Context: an optimization exercise on an open-source flow, tuned for small area, a short achievable clock period and few clock cycles per item. The choices shown serve that exercise and are no tape-out recipe. Function was checked by simulation only, so behaviour that the tests miss may differ from the original. No activity file was given, so power comes from the tool's default toggle rates.

// product_gen
module product_gen
#(
parameter WORD_SIZE=29
)
(
  input wire clk,
  output wire[2*WORD_SIZE-1:0] sum1,
  input wire[WORD_SIZE-1:0] min,
  input wire[WORD_SIZE-1:0] q
);
Size in the first run: ~2100 cells after synthesis, ~120 flip-flops, about 120 I/O pins, ~0.022 mm2 of cells after synthesis.
export LEC_CHECK = 0
export CAP_MARGIN = 20
export CORE_MARGIN = 2
export CORE_UTILIZATION = 60
export SETUP_SLACK_MARGIN = 0.5
export SLEW_MARGIN = 20
export SYNTH_HIERARCHICAL = 1
export SYNTH_MINIMUM_KEEP_SIZE = 0
create_clock -name core_clock -period 5.0 [get_ports {clk}]
standard.sh (not shown) runs the stock make flow with config.mk's settings and CLKGATE_MAP_FILE= SYNTH_SCRIPT=/design/flow/synth_recipe.tcl, a recipe that flattens the netlist after the stock synthesis.
==> flow/flow/run.sh <==
#!/bin/bash
set -uo pipefail
export BUFFER_PORTS_ARGS="-buffer_cell sky130_fd_sc_hd__buf_4"
export RECOVER_POWER=100
bash standard.sh > standard.log 2>&1
Testbench counts at the start, summed over its fixed seeds: cycles 512, items 512.
Edit:
==> flow/run.sh (new file) <==
#!/bin/bash
# synth_recipe.tcl (not shown) runs the flow's synth.tcl, then flattens the netlist and writes it again
# the make line also repeats each setting of config.mk as NAME=value (left out here)
make -C /OpenROAD-flow-scripts/flow DESIGN_CONFIG=/design/flow/config.mk WORK_HOME=/design/flow/orfs CLKGATE_MAP_FILE= SYNTH_SCRIPT=/design/flow/synth_recipe.tcl finish
- CORE_UTILIZATION: 60 -> 55
- SETUP_SLACK_MARGIN: 0.5 -> 1.0
removed: flow/flow/run.sh
removed: flow/standard.sh
The changed run passed the timing, DRC and antenna checks.
Combinational power climbs by a quarter to a third.
Routed wire length is higher by a quarter to a third.
Die area goes up by a little under a tenth.
Edit:
==> flow/flow/run.sh (new file) <==
#!/bin/bash
set -uo pipefail
export BUFFER_PORTS_ARGS="-buffer_cell sky130_fd_sc_hd__buf_4"
bash standard.sh > standard.log 2>&1
==> flow/standard.sh (new file) <==
#!/bin/bash
# synth_recipe.tcl (not shown) runs the flow's synth.tcl, then flattens the netlist and writes it again
# the make line also repeats each setting of config.mk as NAME=value (left out here)
make -C /OpenROAD-flow-scripts/flow DESIGN_CONFIG=/design/flow/config.mk WORK_HOME=/design/flow/orfs CLKGATE_MAP_FILE= SYNTH_SCRIPT=/design/flow/synth_recipe.tcl "${@:-finish}"
- CORE_UTILIZATION: 55 -> 50
- SETUP_SLACK_MARGIN: 1.0 -> 0.3
removed: flow/run.sh
After rerunning: The new run completed without violations. Power goes down by 22%. Routed wire length is lower by 23%. Via count is lower by 15%. Sequential share of layout area climbs by 2.2 points. Setup slack got worse by 140 ps. Critical path depth falls by 2. Count of clock-buffer cells in the layout came out higher by 2. Cell area decreases by 23%. First-iteration DRC count shrinks by 40%. Synthesized cell count does not change. Worst hold slack degrades by 330 ps.
Edit:
- CORE_UTILIZATION: 50 -> 60
Outcome: The new run produced a clean layout; routed wire length stays flat; die area is lower by 16%; worst setup slack degrades by 5.5 ps; total power is lower by 0.87%; sequential power is about the same; utilization is higher by 11 points.
Edit:
- CTS_BUF_LIST: default -> sky130_fd_sc_hd__clkbuf_8
- CTS_CLUSTER_SIZE: default -> 30
The changed run finished with timing, DRC and antenna clean.
Critical path depth went down by 1.
Wire length is about the same.
Global-route usage stays flat.
Utilization came out lower by 0.37 points.
Power went down by 1.4%.
Worst setup slack got worse by 75 ps.
Edit:
==> flow/run.sh (new file) <==
#!/bin/bash
# synth_recipe.tcl (not shown) runs the flow's synth.tcl, then flattens the netlist and writes it again
# the make line also repeats each setting of config.mk as NAME=value (left out here)
make -C /OpenROAD-flow-scripts/flow DESIGN_CONFIG=/design/flow/config.mk WORK_HOME=/design/flow/orfs CLKGATE_MAP_FILE= SYNTH_SCRIPT=/design/flow/synth_recipe.tcl finish
- CTS_BUF_LIST: sky130_fd_sc_hd__clkbuf_8 -> default
- CTS_CLUSTER_SIZE: 30 -> default
- SETUP_SLACK_MARGIN: 0.3 -> 0.5
removed: flow/flow/run.sh
removed: flow/standard.sh
Effect:
- count of clock-buffer cells in the layout came out higher by 3
- routed wire length came out higher by a few percent
- final cell count came out higher by a few percent
- sequential power barely changes
- design area came out higher by roughly a tenth
- combinational power came out higher by a few percent
- sequential share of layout area came out lower by 1.0 points
- worst hold slack improves by 390 ps
- maximum frequency came out higher by a few percent
- worst setup slack improves by 150 ps

---

Starting RTL as in the previous note.
Settings: LEC_CHECK=0, CAP_MARGIN=20, CORE_MARGIN=2, CORE_UTILIZATION=60, SLEW_MARGIN=20, SYNTH_HIERARCHICAL=1, SYNTH_MINIMUM_KEEP_SIZE=0; clock period 5.0 ns.
==> flow/flow/run.sh <==
#!/bin/bash
set -uo pipefail
export BUFFER_PORTS_ARGS="-buffer_cell sky130_fd_sc_hd__buf_4"
bash standard.sh > standard.log 2>&1
Testbench counts at the start, summed over its fixed seeds: cycles 512, items 512.
Then changed:
--- a/flow/config.mk
+++ b/flow/config.mk
@@ -10,0 +11 @@
+export SETUP_SLACK_MARGIN = 0.7
What happened: Non-clock buffer count rises by 40. Power rises by a few percent. Count of clock-buffer cells in the layout falls by 1. Cell area rises by a little under a tenth. Maximum frequency rises by a few percent.
Then changed:
--- a/flow/config.mk
+++ b/flow/config.mk
@@ -11 +11 @@
-export SETUP_SLACK_MARGIN = 0.7
+export SETUP_SLACK_MARGIN = 0.5
After rerunning:
- The new run ran to the end with no violations
- final area fell by a few percent
- hold slack gains 0.023 ns
- synthesized area does not change
- wire length drops slightly
- total power goes down by a few percent
- global-route usage goes up by 0.20 points
- clock power is about the same
- sequential power falls by a few percent
- count of clock-buffer cells in the layout rose by 1

-- port drivers added, routing unchanged --
Ports are ideal in the flow. The routed layouts listed here were re-timed in OpenROAD.
Step 1 assumes that a clkbuf_16 drives the clock port and a buf_2 every other input.
Step 2, shift: input delay + t, output delay - t, t = (earliest + latest rising clock arrival at the registers) / 2. This alone moves slack from input paths to output paths.
a / b / c = no drivers / after step 1 / after step 2; a / b = the first two.
run | t, ns | setup WS [ns] | slew at the worst register clock pin (ns)
the first run of note 1 | 0.514 | 0.340 / 0.345 / -0.139 | 0.07 / 0.07
the second run of note 1 | 0.530 | 0.604 / 0.542 / 0.238 | 0.08 / 0.08
the third run of note 1 | 0.544 | 0.465 / 0.405 / 0.065 | 0.07 / 0.07
the fourth run of note 1 | 0.507 | 0.459 / 0.404 / 0.000 | 0.07 / 0.07
the fifth run of note 1 | 0.545 | 0.384 / 0.411 / -0.134 | 0.10 / 0.10
the sixth run of note 1 | 0.510 | 0.530 / 0.499 / 0.056 | 0.07 / 0.07
the first run of note 2 | 0.504 | 0.412 / 0.355 / 0.087 | 0.07 / 0.07
the second run of note 2 | 0.514 | 0.643 / 0.586 / 0.239 | 0.07 / 0.07
the third run of note 2 | 0.514 | 0.510 / 0.491 / 0.033 | 0.06 / 0.06
With both steps, setup timing fails in the first run of note 1 and the fifth run of note 1, where it was met with ideal ports. For the fifth run of note 1, which loses most, drivers alone change the setup slack by +0.027 ns; drivers and shift together by -0.518 ns.
